Source: an optimization exercise on an open RTL-to-GDS flow (aim: small area and a short achievable clock period). Production flows keep margins and buffers that such runs may drop. Where RTL was checked, it was by simulation tests only, not by an equivalence proof against the original. No activity file was given, so power comes from the tool's default toggle rates.

==> run a <==
Design rtc_top, start of the top module:
module rtc_top (
                input logic         clk_i,
                input logic         rstn_i,
                input logic         date_update_i,
                input logic [31:0]  date_i,
                output logic [31:0] date_o,
                input logic         clock_update_i,
                output logic [21:0] clock_o,
                input logic [21:0]  clock_i,
                input logic [9:0]   init_sec_cnt_i,
                input logic         calibre_update_i,
                input logic [15:0]  calibre_sec_cnt_i,
                output logic [15:0] calibre_sec_cnt_o,
                input logic         timer_update_i,
                input logic         timer_enable_i,
                input logic         timer_retrig_i,
                input logic [16:0]  timer_target_i,
                output logic [16:0] timer_value_o,
                input logic         alarm_enable_i,
                input logic [5:0]   alarm_mask_i,
                input logic         alarm_update_clock_i,
                input logic [21:0]  alarm_clock_i,
                output logic [21:0] alarm_clock_o,
                input logic         alarm_update_date_i,
                input logic [31:0]  alarm_date_i,
                output logic [31:0] alarm_date_o,
                input logic         event_flag_update_i,
                input logic [1:0]   event_flag_i,
                output logic [1:0]  event_flag_o,
                output logic        event_o
                );
Settings: LEC_CHECK=0, CAP_MARGIN=20, CORE_MARGIN=2, CORE_UTILIZATION=40, CTS_BUF_LIST=sky130_fd_sc_hd__clkbuf_8, CTS_CLUSTER_SIZE=10, SETUP_SLACK_MARGIN=2.3, SLEW_MARGIN=20; clock period 5.0 ns.
standard.sh (not shown) runs the stock make flow with config.mk's settings and CLKGATE_MAP_FILE= SYNTH_SCRIPT=/design/flow/synth_recipe.tcl, a recipe that flattens the netlist after the stock synthesis.
==> flow/flow/run.sh <==
#!/bin/bash
# The standard layout, with two changes:
#  - synthesis maps the logic with flow/abc_map.script instead of ORFS's abc_speed.script
#    (flow/synth_abc.tcl is synth_recipe.tcl with that abc call swapped);
#  - the port buffers are made from the smallest buffer cell.
# Each tool writes its full log under orfs/logs; the make output goes to standard.log.
set -euo pipefail
HERE=$(pwd)
export ABC_SCRIPT=$HERE/flow/abc_map.script
export ABC_D=2000
export BUFFER_PORTS_ARGS="-buffer_cell sky130_fd_sc_hd__buf_1"
bash standard.sh SYNTH_SCRIPT=$HERE/flow/synth_abc.tcl finish > standard.log 2>&1
==> flow/flow/abc_map.script <==
strash
&get -n
&fraig -x
&put
scorr
dc2
dretime
strash
&get -n
&dch -f
&nf {D}
&put
buffer -c
upsize {D}
dnsize {D}
stime -p
==> flow/flow/synth_abc.tcl <==
proc synth {args} { yosys synth -nofsm -noshare {*}$args }
# abc with the mapping script named by ABC_SCRIPT and the delay target ABC_D (ps);
# the rest is synth_recipe.tcl unchanged
proc abc {args} {
  set i [lsearch -exact $args -script]
  if { $i >= 0 } { set args [lreplace $args [expr {$i + 1}] [expr {$i + 1}] $::env(ABC_SCRIPT)] }
  set j [lsearch -exact $args -D]
  if { $j >= 0 && [info exists ::env(ABC_D)] } { set args [lreplace $args [expr {$j + 1}] [expr {$j + 1}] $::env(ABC_D)] }
  yosys abc {*}$args
}
source $::env(SCRIPTS_DIR)/synth.tcl
# left out here: clear keep_hierarchy, flatten, clean up, hide names made inside functions, write 1_2_yosys.v
==> inputs of run b, as changes to run a <==
--- a/flow/design.v
+++ b/flow/design.v
@@ -281,29 +281,20 @@
    assign s_timer_inc[13] = r_timer[13] ^ (&r_timer[12:0]);
    assign s_timer_inc[14] = r_timer[14] ^ (&r_timer[13:0]);
    assign s_timer_inc[15] = r_timer[15] ^ (&r_timer[14:0]);
    assign s_timer_inc[16] = r_timer[16] ^ (&r_timer[15:0]);
    logic n_tmatch_lo, n_tmatch_hi;
-   logic [7:0] s_timer_inc_hi;        
-   assign s_timer_inc_hi[0] = ~r_timer[9];
-   assign s_timer_inc_hi[1] = r_timer[10] ^ (&r_timer[9:9]);
-   assign s_timer_inc_hi[2] = r_timer[11] ^ (&r_timer[10:9]);
-   assign s_timer_inc_hi[3] = r_timer[12] ^ (&r_timer[11:9]);
-   assign s_timer_inc_hi[4] = r_timer[13] ^ (&r_timer[12:9]);
-   assign s_timer_inc_hi[5] = r_timer[14] ^ (&r_timer[13:9]);
-   assign s_timer_inc_hi[6] = r_timer[15] ^ (&r_timer[14:9]);
-   assign s_timer_inc_hi[7] = r_timer[16] ^ (&r_timer[15:9]);
    always_comb begin
       if (timer_update_i) begin
          n_tmatch_lo = (timer_target_i[8:0]  == 9'h0);
          n_tmatch_hi = (timer_target_i[16:9] == 8'h0);
       end else if (r_timer_en & r_timer_match) begin
          n_tmatch_lo = (r_timer_target[8:0]  == 9'h0);
          n_tmatch_hi = (r_timer_target[16:9] == 8'h0);
       end else if (r_timer_en) begin
          n_tmatch_lo = (s_timer_inc[8:0]  == r_timer_target[8:0]);
-         n_tmatch_hi = (&r_timer[8:0]) ? (s_timer_inc_hi == r_timer_target[16:9]) : r_tmatch_hi;
+         n_tmatch_hi = (s_timer_inc[16:9] == r_timer_target[16:9]);
       end else begin
          n_tmatch_lo = r_tmatch_lo;
          n_tmatch_hi = r_tmatch_hi;
       end
    end
--- a/flow/config.mk
+++ b/flow/config.mk
@@ -6,9 +6,8 @@
 export NUM_CORES = 4
 export LEC_CHECK = 0
 export CAP_MARGIN = 20
 export CORE_MARGIN = 2
 export CORE_UTILIZATION = 40
-export CTS_BUF_LIST = sky130_fd_sc_hd__clkbuf_8
-export CTS_CLUSTER_SIZE = 10
+export CTS_BUF_LIST = sky130_fd_sc_hd__clkbuf_8 sky130_fd_sc_hd__clkbuf_16
 export SETUP_SLACK_MARGIN = 2.3
 export SLEW_MARGIN = 20
==> summary of the runs <==
Of run b and run a, run b has the higher clock power (gap about 25%, measured against run a).
Between run a and run b, the lower count of clock-buffer cells in the layout is in run b (gap 2).
Die area: run a is higher than run b (about 0.5%).
Between run b and run a, the lower via count is in run b (gap 0.50%, measured against run a).
Of run a and run b, run a has the higher cell count (gap 0.56%, measured against run b).
Global-route usage: run a is lower than run b (0.088 points).
Of run b and run a, run b has the higher utilization (gap 0.56 points).
The RTL of run a was laid out without a check of its function.


==> inputs of run D <==
==> flow/design.v <==
module rtc_top (
                input logic         clk_i,
                input logic         rstn_i,
                input logic         date_update_i,
                input logic [31:0]  date_i,
                output logic [31:0] date_o,
                input logic         clock_update_i,
                output logic [21:0] clock_o,
                input logic [21:0]  clock_i,
                input logic [9:0]   init_sec_cnt_i,
                input logic         calibre_update_i,
                input logic [15:0]  calibre_sec_cnt_i,
                output logic [15:0] calibre_sec_cnt_o,
                input logic         timer_update_i,
                input logic         timer_enable_i,
                input logic         timer_retrig_i,
                input logic [16:0]  timer_target_i,
                output logic [16:0] timer_value_o,
                input logic         alarm_enable_i,
                input logic [5:0]   alarm_mask_i,
                input logic         alarm_update_clock_i,
                input logic [21:0]  alarm_clock_i,
                output logic [21:0] alarm_clock_o,
                input logic         alarm_update_date_i,
                input logic [31:0]  alarm_date_i,
                output logic [31:0] alarm_date_o,
                input logic         event_flag_update_i,
                input logic [1:0]   event_flag_i,
                output logic [1:0]  event_flag_o,
                output logic        event_o
                );
   logic [7:0]  r_seconds, r_minutes;
   logic [5:0]  r_hours;
   logic [5:0]  r_day;
   logic [4:0]  r_month;
   logic [13:0] r_year;
   logic [15:0] r_sec_counter, r_sec_cnt_calibre;
   logic        r_tick;           
   logic [16:0] r_timer, r_timer_target;
   logic        r_timer_en, r_timer_retrig;
   logic        r_timer_match;    
   logic [7:0]  r_alarm_seconds, r_alarm_minutes;
   logic [5:0]  r_alarm_hours;
   logic [13:0] r_alarm_year;
   logic [4:0]  r_alarm_month;
   logic [5:0]  r_alarm_day;
   logic [5:0]  r_alarm_mask;
   logic        r_alarm_enable;
   logic        r_match;          
   logic        r_alarm_match;    
   logic [1:0]  r_event_flag;
   logic [7:0]  n_seconds, n_minutes;
   logic [5:0]  n_hours;
   logic [5:0]  n_day;
   logic [4:0]  n_month;
   logic [13:0] n_year;
   logic [15:0] n_sec_counter, n_sec_cnt_calibre;
   logic [16:0] n_timer, n_timer_target;
   logic        n_timer_en;
   logic [7:0]  n_alarm_seconds, n_alarm_minutes;
   logic [5:0]  n_alarm_hours;
   logic [13:0] n_alarm_year;
   logic [4:0]  n_alarm_month;
   logic [5:0]  n_alarm_day;
   logic [5:0]  n_alarm_mask;
   logic        n_alarm_enable;
   logic        n_match;
   logic [1:0]  n_event_flag;
   logic        s_alarm_event, s_timer_event;
   logic        s_upd_min, s_upd_hour, s_new_day;
   logic        s_end_of_month, s_end_of_year, s_leap;
   assign s_alarm_event = r_alarm_enable & r_match & ~r_alarm_match;
   assign s_timer_event = r_timer_en & r_timer_match;
   assign event_o       = s_alarm_event | s_timer_event;
   assign date_o            = {2'b00, r_year, 3'b000, r_month, 2'b00, r_day};
   assign clock_o           = {r_hours, r_minutes, r_seconds};
   assign calibre_sec_cnt_o = r_sec_cnt_calibre;
   assign timer_value_o     = r_timer;
   assign alarm_clock_o     = {r_alarm_hours, r_alarm_minutes, r_alarm_seconds};
   assign alarm_date_o      = {2'b00, r_alarm_year, 3'b000, r_alarm_month, 2'b00, r_alarm_day};
   assign event_flag_o      = r_event_flag;
   always_comb begin
      n_sec_cnt_calibre = calibre_update_i ? calibre_sec_cnt_i : r_sec_cnt_calibre;
      if (clock_update_i)
        n_sec_counter = {1'b0, init_sec_cnt_i, 5'h0};
      else if (r_tick)
        n_sec_counter = 16'h0;
      else
        n_sec_counter = r_sec_counter + 16'h1;
   end
   assign s_upd_min  = r_tick & (r_seconds == 8'h59);
   assign s_upd_hour = s_upd_min & (r_minutes == 8'h59);
   assign s_new_day  = s_upd_hour & (r_hours == 6'h23);
   always_comb begin
      n_seconds = r_seconds;
      n_minutes = r_minutes;
      n_hours   = r_hours;
      if (clock_update_i) begin
         n_seconds = clock_i[7:0];
         n_minutes = clock_i[15:8];
         n_hours   = clock_i[21:16];
      end else begin
         if (r_tick) begin
            n_seconds[3:0] = (r_seconds[3:0] >= 4'h9) ? 4'h0 : r_seconds[3:0] + 4'h1;
            if (r_seconds >= 8'h59)
              n_seconds[7:4] = 4'h0;
            else if (r_seconds[3:0] >= 4'h9)
              n_seconds[7:4] = r_seconds[7:4] + 4'h1;
         end
         if (s_upd_min) begin
            n_minutes[3:0] = (r_minutes[3:0] >= 4'h9) ? 4'h0 : r_minutes[3:0] + 4'h1;
            if (r_minutes >= 8'h59)
              n_minutes[7:4] = 4'h0;
            else if (r_minutes[3:0] >= 4'h9)
              n_minutes[7:4] = r_minutes[7:4] + 4'h1;
         end
         if (s_upd_hour) begin
            if (r_hours >= 6'h23)
              n_hours = 6'h00;
            else if (r_hours[3:0] >= 4'h9)
              n_hours = {r_hours[5:4] + 2'h1, 4'h0};
            else
              n_hours[3:0] = r_hours[3:0] + 4'h1;
         end
      end
   end
   assign s_leap = (~r_year[0] & (r_year[4] == r_year[1])) &
                   ((r_year[7:0] != 8'h00) | (~r_year[8] & (r_year[12] == r_year[9])));
   always_comb begin
      case (r_month)
        5'h01, 5'h03, 5'h05, 5'h07, 5'h08, 5'h10, 5'h12:
          s_end_of_month = (r_day == 6'h31);
        5'h04, 5'h06, 5'h09, 5'h11:
          s_end_of_month = (r_day == 6'h30);
        5'h02:
          s_end_of_month = (r_day == 6'h29) | (~s_leap & (r_day == 6'h28));
        default:
          s_end_of_month = 1'b0;
      endcase
   end
   assign s_end_of_year = s_end_of_month & (r_month == 5'h12);
   always_comb begin
      n_day   = r_day;
      n_month = r_month;
      n_year  = r_year;
      if (date_update_i) begin
         n_day   = date_i[5:0];
         n_month = date_i[12:8];
         n_year  = date_i[29:16];
      end else if (s_new_day) begin
         if (s_end_of_month)
           n_day = 6'h01;
         else if (r_day[3:0] != 4'h9)
           n_day[3:0] = r_day[3:0] + 4'h1;
         else
           n_day = {r_day[5:4] + 2'h1, 4'h0};
         if (s_end_of_year)
           n_month = 5'h01;
         else if (s_end_of_month) begin
            if (r_month[3:0] != 4'h9)
              n_month[3:0] = r_month[3:0] + 4'h1;
            else
              n_month = {1'b1, 4'h0};
         end
         if (s_end_of_year) begin
            if (r_year[3:0] != 4'h9)
              n_year[3:0] = r_year[3:0] + 4'h1;
            else begin
               n_year[3:0] = 4'h0;
               if (r_year[7:4] != 4'h9)
                 n_year[7:4] = r_year[7:4] + 4'h1;
               else begin
                  n_year[7:4] = 4'h0;
                  if (r_year[11:8] != 4'h9)
                    n_year[11:8] = r_year[11:8] + 4'h1;
                  else begin
                     n_year[11:8]  = 4'h0;
                     n_year[13:12] = r_year[13:12] + 2'h1;
                  end
               end
            end
         end
      end
   end
   always_comb begin
      n_alarm_seconds = r_alarm_seconds;
      n_alarm_minutes = r_alarm_minutes;
      n_alarm_hours   = r_alarm_hours;
      n_alarm_mask    = r_alarm_mask;
      n_alarm_enable  = r_alarm_enable;
      if (alarm_update_clock_i) begin
         n_alarm_enable  = alarm_enable_i;
         n_alarm_seconds = alarm_clock_i[7:0];
         n_alarm_minutes = alarm_clock_i[15:8];
         n_alarm_hours   = alarm_clock_i[21:16];
         n_alarm_mask    = alarm_mask_i;
      end else if (s_alarm_event)
        n_alarm_enable = 1'b0;
      n_alarm_year  = r_alarm_year;
      n_alarm_month = r_alarm_month;
      n_alarm_day   = r_alarm_day;
      if (alarm_update_date_i) begin
         n_alarm_year  = alarm_date_i[29:16];
         n_alarm_month = alarm_date_i[12:8];
         n_alarm_day   = alarm_date_i[5:0];
      end
   end
   assign n_match = (n_alarm_mask[5] | (n_year    == n_alarm_year))    &
                    (n_alarm_mask[4] | (n_month   == n_alarm_month))   &
                    (n_alarm_mask[3] | (n_day     == n_alarm_day))     &
                    (n_alarm_mask[2] | (n_hours   == n_alarm_hours))   &
                    (n_alarm_mask[1] | (n_minutes == n_alarm_minutes)) &
                    (n_alarm_mask[0] | (n_seconds == n_alarm_seconds));
   always_comb begin
      n_timer_target = r_timer_target;
      n_timer_en     = r_timer_en;
      n_timer        = r_timer;
      if (timer_update_i) begin
         n_timer_en     = timer_enable_i;
         n_timer_target = timer_target_i;
         n_timer        = 17'h0;
      end else if (r_timer_en) begin
         if (r_timer_match) begin
            if (!r_timer_retrig)
              n_timer_en = 1'b0;
            n_timer = 17'h0;
         end else
           n_timer = r_timer + 17'h1;
      end
   end
   always_comb begin
      n_event_flag = r_event_flag;
      if (event_flag_update_i) begin
         if (event_flag_i[0]) n_event_flag[0] = 1'b0;
         if (event_flag_i[1]) n_event_flag[1] = 1'b0;
      end else if (s_alarm_event)
        n_event_flag[0] = 1'b1;
      else if (s_timer_event)
        n_event_flag[1] = 1'b1;
   end
   always_ff @(posedge clk_i or negedge rstn_i) begin
      if (~rstn_i) begin
         r_seconds         <= 8'h0;
         r_minutes         <= 8'h0;
         r_hours           <= 6'h0;
         r_day             <= 6'h01;
         r_month           <= 5'h01;
         r_year            <= 14'h2000;
         r_sec_counter     <= 16'h0;
         r_sec_cnt_calibre <= 16'h7FFF;
         r_tick            <= 1'b0;
         r_timer           <= 17'h0;
         r_timer_target    <= 17'h0;
         r_timer_en        <= 1'b0;
         r_timer_retrig    <= 1'b0;
         r_timer_match     <= 1'b1;
         r_alarm_seconds   <= 8'h0;
         r_alarm_minutes   <= 8'h0;
         r_alarm_hours     <= 6'h0;
         r_alarm_year      <= 14'h0;
         r_alarm_month     <= 5'h0;
         r_alarm_day       <= 6'h0;
         r_alarm_mask      <= 6'h0;
         r_alarm_enable    <= 1'b0;
         r_match           <= 1'b0;
         r_alarm_match     <= 1'b0;
         r_event_flag      <= 2'h0;
      end else begin
         r_seconds         <= n_seconds;
         r_minutes         <= n_minutes;
         r_hours           <= n_hours;
         r_day             <= n_day;
         r_month           <= n_month;
         r_year            <= n_year;
         r_sec_counter     <= n_sec_counter;
         r_sec_cnt_calibre <= n_sec_cnt_calibre;
         r_tick            <= (n_sec_counter == n_sec_cnt_calibre);
         r_timer           <= n_timer;
         r_timer_target    <= n_timer_target;
         r_timer_en        <= n_timer_en;
         if (timer_update_i)
           r_timer_retrig  <= timer_retrig_i;
         r_timer_match     <= (n_timer == n_timer_target);
         r_alarm_seconds   <= n_alarm_seconds;
         r_alarm_minutes   <= n_alarm_minutes;
         r_alarm_hours     <= n_alarm_hours;
         r_alarm_year      <= n_alarm_year;
         r_alarm_month     <= n_alarm_month;
         r_alarm_day       <= n_alarm_day;
         r_alarm_mask      <= n_alarm_mask;
         r_alarm_enable    <= n_alarm_enable;
         r_match           <= n_match;
         r_alarm_match     <= r_match;
         r_event_flag      <= n_event_flag;
      end
   end
endmodule  
==> flow/flow/run.sh <==
#!/bin/bash
set -euo pipefail
export BUFFER_PORTS_ARGS="-buffer_cell sky130_fd_sc_hd__buf_1"
bash standard.sh finish > standard.log 2>&1
==> flow/standard.sh <==
#!/bin/bash
# synth_recipe.tcl (not shown) runs the flow's synth.tcl, then flattens the netlist and writes it again
# the make line also repeats each setting of config.mk as NAME=value (left out here)
make -C /OpenROAD-flow-scripts/flow DESIGN_CONFIG=/design/flow/config.mk WORK_HOME=/design/flow/orfs CLKGATE_MAP_FILE= SYNTH_SCRIPT=/design/flow/synth_recipe.tcl "${@:-finish}"
==> flow/config.mk <==
export PLATFORM = sky130hd
export DESIGN_NAME = rtc_top
export DESIGN_NICKNAME = rtc_top
export VERILOG_FILES = /design/flow/design.v
export SDC_FILE = /design/flow/constraint.sdc
export NUM_CORES = 4
export LEC_CHECK = 0
export ABC_CLOCK_PERIOD_IN_PS = 2000
export CAP_MARGIN = 20
export CORE_MARGIN = 2
export CORE_UTILIZATION = 40
export SETUP_SLACK_MARGIN = 2.8
export SLEW_MARGIN = 20
==> flow/constraint.sdc <==
create_clock -name core_clock -period 5.0 [get_ports {clk_i}]
set_input_delay 1.0000 -clock core_clock [delete_from_list [all_inputs] [get_ports {clk_i}]]
set_output_delay 1.0000 -clock core_clock [all_outputs]
set_load 0.01 [all_outputs]
==> run C: changes against run D <==
==> flow/design.v, changed modules only <==
module rtc_top (
                input logic         clk_i,
                input logic         rstn_i,
                input logic         date_update_i,
                input logic [31:0]  date_i,
                output logic [31:0] date_o,
                input logic         clock_update_i,
                output logic [21:0] clock_o,
                input logic [21:0]  clock_i,
                input logic [9:0]   init_sec_cnt_i,
                input logic         calibre_update_i,
                input logic [15:0]  calibre_sec_cnt_i,
                output logic [15:0] calibre_sec_cnt_o,
                input logic         timer_update_i,
                input logic         timer_enable_i,
                input logic         timer_retrig_i,
                input logic [16:0]  timer_target_i,
                output logic [16:0] timer_value_o,
                input logic         alarm_enable_i,
                input logic [5:0]   alarm_mask_i,
                input logic         alarm_update_clock_i,
                input logic [21:0]  alarm_clock_i,
                output logic [21:0] alarm_clock_o,
                input logic         alarm_update_date_i,
                input logic [31:0]  alarm_date_i,
                output logic [31:0] alarm_date_o,
                input logic         event_flag_update_i,
                input logic [1:0]   event_flag_i,
                output logic [1:0]  event_flag_o,
                output logic        event_o
                );
   logic [7:0]  r_seconds, r_minutes;
   logic [5:0]  r_hours;
   logic [5:0]  r_day;
   logic [4:0]  r_month;
   logic [13:0] r_year;
   logic [15:0] r_sec_counter, r_sec_cnt_calibre;
   logic        r_tick;           
   logic [16:0] r_timer, r_timer_target;
   logic        r_timer_en, r_timer_retrig;
   logic        r_timer_match;    
   logic [7:0]  r_alarm_seconds, r_alarm_minutes;
   logic [5:0]  r_alarm_hours;
   logic [13:0] r_alarm_year;
   logic [4:0]  r_alarm_month;
   logic [5:0]  r_alarm_day;
   logic [5:0]  r_alarm_mask;
   logic        r_alarm_enable;
   logic        r_sec59, r_min59, r_hour23;   
   logic        r_eom, r_eoy;     
   logic        n_eom;
   logic        r_match;          
   logic        r_alarm_match;    
   logic [1:0]  r_event_flag;
   logic [7:0]  n_seconds, n_minutes;
   logic [5:0]  n_hours;
   logic [5:0]  n_day;
   logic [4:0]  n_month;
   logic [13:0] n_year;
   logic [15:0] n_sec_counter, n_sec_cnt_calibre;
   logic [16:0] n_timer, n_timer_target;
   logic        n_timer_en;
   logic [7:0]  n_alarm_seconds, n_alarm_minutes;
   logic [5:0]  n_alarm_hours;
   logic [13:0] n_alarm_year;
   logic [4:0]  n_alarm_month;
   logic [5:0]  n_alarm_day;
   logic [5:0]  n_alarm_mask;
   logic        n_alarm_enable;
   logic        n_match;
   logic [1:0]  n_event_flag;
   logic        s_alarm_event, s_timer_event;
   logic        s_upd_min, s_upd_hour, s_new_day;
   logic        s_end_of_month, s_end_of_year;
   assign s_alarm_event = r_alarm_enable & r_match & ~r_alarm_match;
   assign s_timer_event = r_timer_en & r_timer_match;
   assign event_o       = s_alarm_event | s_timer_event;
   assign date_o            = {2'b00, r_year, 3'b000, r_month, 2'b00, r_day};
   assign clock_o           = {r_hours, r_minutes, r_seconds};
   assign calibre_sec_cnt_o = r_sec_cnt_calibre;
   assign timer_value_o     = r_timer;
   assign alarm_clock_o     = {r_alarm_hours, r_alarm_minutes, r_alarm_seconds};
   assign alarm_date_o      = {2'b00, r_alarm_year, 3'b000, r_alarm_month, 2'b00, r_alarm_day};
   assign event_flag_o      = r_event_flag;
   function automatic [16:0] inc17(input [16:0] x);
      logic [16:0] c;
      integer i;
      c[0] = 1'b1;
      for (i = 1; i < 17; i = i + 1) c[i] = c[i-1] & x[i-1];
      inc17 = x ^ c;
   endfunction
   function automatic [3:0] inc4(input [3:0] x);
      inc4 = {x[3] ^ (&x[2:0]), x[2] ^ (&x[1:0]), x[1] ^ x[0], ~x[0]};
   endfunction
   function automatic [1:0] inc2(input [1:0] x);
      inc2 = {x[1] ^ x[0], ~x[0]};
   endfunction
   function automatic eom(input [5:0] d, input [4:0] m, input [13:0] y);
      logic leap;
      leap = (~y[0] & (y[4] == y[1])) & ((y[7:0] != 8'h00) | (~y[8] & (y[12] == y[9])));
      case (m)
        5'h01, 5'h03, 5'h05, 5'h07, 5'h08, 5'h10, 5'h12: eom = (d == 6'h31);
        5'h04, 5'h06, 5'h09, 5'h11:                      eom = (d == 6'h30);
        5'h02:   eom = (d == 6'h29) | (~leap & (d == 6'h28));
        default: eom = 1'b0;
      endcase
   endfunction
   logic [16:0] s_cnt_inc;
   assign s_cnt_inc = inc17({1'b0, r_sec_counter});
   always_comb begin
      n_sec_cnt_calibre = calibre_update_i ? calibre_sec_cnt_i : r_sec_cnt_calibre;
      if (clock_update_i)
        n_sec_counter = {1'b0, init_sec_cnt_i, 5'h0};
      else if (r_tick)
        n_sec_counter = 16'h0;
      else
        n_sec_counter = s_cnt_inc[15:0];
   end
   assign s_upd_min  = r_tick & r_sec59;
   assign s_upd_hour = r_tick & r_sec59 & r_min59;
   assign s_new_day  = r_tick & r_sec59 & r_min59 & r_hour23;
   always_comb begin
      n_seconds = r_seconds;
      n_minutes = r_minutes;
      n_hours   = r_hours;
      if (clock_update_i) begin
         n_seconds = clock_i[7:0];
         n_minutes = clock_i[15:8];
         n_hours   = clock_i[21:16];
      end else begin
         if (r_tick) begin
            n_seconds[3:0] = (r_seconds[3:0] >= 4'h9) ? 4'h0 : inc4(r_seconds[3:0]);
            if (r_seconds >= 8'h59)
              n_seconds[7:4] = 4'h0;
            else if (r_seconds[3:0] >= 4'h9)
              n_seconds[7:4] = inc4(r_seconds[7:4]);
         end
         if (s_upd_min) begin
            n_minutes[3:0] = (r_minutes[3:0] >= 4'h9) ? 4'h0 : inc4(r_minutes[3:0]);
            if (r_minutes >= 8'h59)
              n_minutes[7:4] = 4'h0;
            else if (r_minutes[3:0] >= 4'h9)
              n_minutes[7:4] = inc4(r_minutes[7:4]);
         end
         if (s_upd_hour) begin
            if (r_hours >= 6'h23)
              n_hours = 6'h00;
            else if (r_hours[3:0] >= 4'h9)
              n_hours = {inc2(r_hours[5:4]), 4'h0};
            else
              n_hours[3:0] = inc4(r_hours[3:0]);
         end
      end
   end
   assign s_end_of_month = r_eom;
   assign s_end_of_year  = r_eoy;
   always_comb begin
      if (date_update_i)
        n_eom = eom(date_i[5:0], date_i[12:8], date_i[29:16]);
      else if (s_new_day)
        n_eom = ~r_eom & eom((r_day[3:0] != 4'h9) ? {r_day[5:4], inc4(r_day[3:0])}
                                                  : {inc2(r_day[5:4]), 4'h0},
                             r_month, r_year);
      else
        n_eom = r_eom;
   end
   always_comb begin
      n_day   = r_day;
      n_month = r_month;
      n_year  = r_year;
      if (date_update_i) begin
         n_day   = date_i[5:0];
         n_month = date_i[12:8];
         n_year  = date_i[29:16];
      end else if (s_new_day) begin
         if (s_end_of_month)
           n_day = 6'h01;
         else if (r_day[3:0] != 4'h9)
           n_day[3:0] = inc4(r_day[3:0]);
         else
           n_day = {inc2(r_day[5:4]), 4'h0};
         if (s_end_of_year)
           n_month = 5'h01;
         else if (s_end_of_month) begin
            if (r_month[3:0] != 4'h9)
              n_month[3:0] = inc4(r_month[3:0]);
            else
              n_month = {1'b1, 4'h0};
         end
         if (s_end_of_year) begin
            if (r_year[3:0] != 4'h9)
              n_year[3:0] = inc4(r_year[3:0]);
            else begin
               n_year[3:0] = 4'h0;
               if (r_year[7:4] != 4'h9)
                 n_year[7:4] = inc4(r_year[7:4]);
               else begin
                  n_year[7:4] = 4'h0;
                  if (r_year[11:8] != 4'h9)
                    n_year[11:8] = inc4(r_year[11:8]);
                  else begin
                     n_year[11:8]  = 4'h0;
                     n_year[13:12] = inc2(r_year[13:12]);
                  end
               end
            end
         end
      end
   end
   always_comb begin
      n_alarm_seconds = r_alarm_seconds;
      n_alarm_minutes = r_alarm_minutes;
      n_alarm_hours   = r_alarm_hours;
      n_alarm_mask    = r_alarm_mask;
      n_alarm_enable  = r_alarm_enable;
      if (alarm_update_clock_i) begin
         n_alarm_enable  = alarm_enable_i;
         n_alarm_seconds = alarm_clock_i[7:0];
         n_alarm_minutes = alarm_clock_i[15:8];
         n_alarm_hours   = alarm_clock_i[21:16];
         n_alarm_mask    = alarm_mask_i;
      end else if (s_alarm_event)
        n_alarm_enable = 1'b0;
      n_alarm_year  = r_alarm_year;
      n_alarm_month = r_alarm_month;
      n_alarm_day   = r_alarm_day;
      if (alarm_update_date_i) begin
         n_alarm_year  = alarm_date_i[29:16];
         n_alarm_month = alarm_date_i[12:8];
         n_alarm_day   = alarm_date_i[5:0];
      end
   end
   assign n_match = (n_alarm_mask[5] | (n_year    == n_alarm_year))    &
                    (n_alarm_mask[4] | (n_month   == n_alarm_month))   &
                    (n_alarm_mask[3] | (n_day     == n_alarm_day))     &
                    (n_alarm_mask[2] | (n_hours   == n_alarm_hours))   &
                    (n_alarm_mask[1] | (n_minutes == n_alarm_minutes)) &
                    (n_alarm_mask[0] | (n_seconds == n_alarm_seconds));
   always_comb begin
      n_timer_target = r_timer_target;
      n_timer_en     = r_timer_en;
      n_timer        = r_timer;
      if (timer_update_i) begin
         n_timer_en     = timer_enable_i;
         n_timer_target = timer_target_i;
         n_timer        = 17'h0;
      end else if (r_timer_en) begin
         if (r_timer_match) begin
            if (!r_timer_retrig)
              n_timer_en = 1'b0;
            n_timer = 17'h0;
         end else
           n_timer = inc17(r_timer);
      end
   end
   always_comb begin
      n_event_flag = r_event_flag;
      if (event_flag_update_i) begin
         if (event_flag_i[0]) n_event_flag[0] = 1'b0;
         if (event_flag_i[1]) n_event_flag[1] = 1'b0;
      end else if (s_alarm_event)
        n_event_flag[0] = 1'b1;
      else if (s_timer_event)
        n_event_flag[1] = 1'b1;
   end
   always_ff @(posedge clk_i or negedge rstn_i) begin
      if (~rstn_i) begin
         r_seconds         <= 8'h0;
         r_minutes         <= 8'h0;
         r_hours           <= 6'h0;
         r_day             <= 6'h01;
         r_month           <= 5'h01;
         r_year            <= 14'h2000;
         r_sec_counter     <= 16'h0;
         r_sec_cnt_calibre <= 16'h7FFF;
         r_tick            <= 1'b0;
         r_timer           <= 17'h0;
         r_timer_target    <= 17'h0;
         r_timer_en        <= 1'b0;
         r_timer_retrig    <= 1'b0;
         r_timer_match     <= 1'b1;
         r_alarm_seconds   <= 8'h0;
         r_alarm_minutes   <= 8'h0;
         r_alarm_hours     <= 6'h0;
         r_alarm_year      <= 14'h0;
         r_alarm_month     <= 5'h0;
         r_alarm_day       <= 6'h0;
         r_alarm_mask      <= 6'h0;
         r_alarm_enable    <= 1'b0;
         r_sec59           <= 1'b0;
         r_min59           <= 1'b0;
         r_hour23          <= 1'b0;
         r_eom             <= 1'b0;
         r_eoy             <= 1'b0;
         r_match           <= 1'b0;
         r_alarm_match     <= 1'b0;
         r_event_flag      <= 2'h0;
      end else begin
         r_seconds         <= n_seconds;
         r_minutes         <= n_minutes;
         r_hours           <= n_hours;
         r_day             <= n_day;
         r_month           <= n_month;
         r_year            <= n_year;
         r_sec_counter     <= n_sec_counter;
         r_sec_cnt_calibre <= n_sec_cnt_calibre;
         r_tick            <= (n_sec_counter == n_sec_cnt_calibre);
         r_timer           <= n_timer;
         r_timer_target    <= n_timer_target;
         r_timer_en        <= n_timer_en;
         if (timer_update_i)
           r_timer_retrig  <= timer_retrig_i;
         r_timer_match     <= (n_timer == n_timer_target);
         r_alarm_seconds   <= n_alarm_seconds;
         r_alarm_minutes   <= n_alarm_minutes;
         r_alarm_hours     <= n_alarm_hours;
         r_alarm_year      <= n_alarm_year;
         r_alarm_month     <= n_alarm_month;
         r_alarm_day       <= n_alarm_day;
         r_alarm_mask      <= n_alarm_mask;
         r_alarm_enable    <= n_alarm_enable;
         r_sec59           <= (n_seconds == 8'h59);
         r_min59           <= (n_minutes == 8'h59);
         r_hour23          <= (n_hours == 6'h23);
         r_eom             <= n_eom;
         r_eoy             <= n_eom & (n_month == 5'h12);
         r_match           <= n_match;
         r_alarm_match     <= r_match;
         r_event_flag      <= n_event_flag;
      end
   end
endmodule  
ABC_CLOCK_PERIOD_IN_PS = unset   (was 2000)
SETUP_SLACK_MARGIN = unset   (was 2.8)
==> qor summary <==
metric	run C	run D
DRT Wirelength	28.20 mm	28.36 mm
Maximum fanout count along the critical path	3	7
Worst setup path end	r_timer_match$_DFF_PN1_	r_match$_DFF_PN0_
Met2 Wirelength	13.22 mm	14.13 mm
Combinational-cell power consumption	725 uW	794 uW
Critical path's largest stage delay	0.41 ns	0.50 ns
Resized Gates After CTS	0	104
Routed wire length on met3	1.860 mm	1.705 mm
Post-CTS Repair Setup Buffers	0	50
Number of well-tap cells placed	330	324
Full die area	27090 sq um	26090 sq um
Count of placed standard cells in the final layout, fillers left out	1590	1659
Post-synthesis register bit count	180	175
Worst path bufs/invs	0	2
Status	complete, no violations	complete, no violations
Period utilisation layout	0.8440	0.7014
Multiplexer share of the synthesized area	0.1196	0.1118
No run of this note included a check of the RTL's function; only the layout flow was run.

afterwards: timing with drivers on the ports:
No port has a modelled driver above. Below, the same layouts with a new extraction and two added sets of constraints. Step 1: set_driving_cell puts a clkbuf_16 on clk_i and a buf_2 on each other input, an assumption about the parent block. Step 2 moves the port delays by t, midway between the first and last clock arrival at a register: inputs arrive t later, outputs are due t later. That takes back most of the time a late clock gives input paths. Slacks: ideal / step 1 / step 2; pairs: ideal / step 1.
| run | shift t [ns] | slack for setup (ns) | latest minus earliest clock arrival (ns) | worst slew at a driven data input, ns |
|---|---|---|---|---|
| run a | 0.490 | 2.409 / 2.404 / 1.938 | 0.025 / 0.025 | 0.07 |
| run b | 0.474 | 2.418 / 2.418 / 2.000 | 0.026 / 0.025 | 0.07 |
| run D | 0.466 | 1.493 / 1.493 / 1.349 | 0.015 / 0.015 | 0.08 |
| run C | 0.470 | 0.780 / 0.780 / 0.780 | 0.017 / 0.017 | 0.06 |
After both steps setup and hold are still met in every run listed. For run a, which loses most, drivers alone change the setup slack by -0.005 ns; drivers and shift together by -0.471 ns.
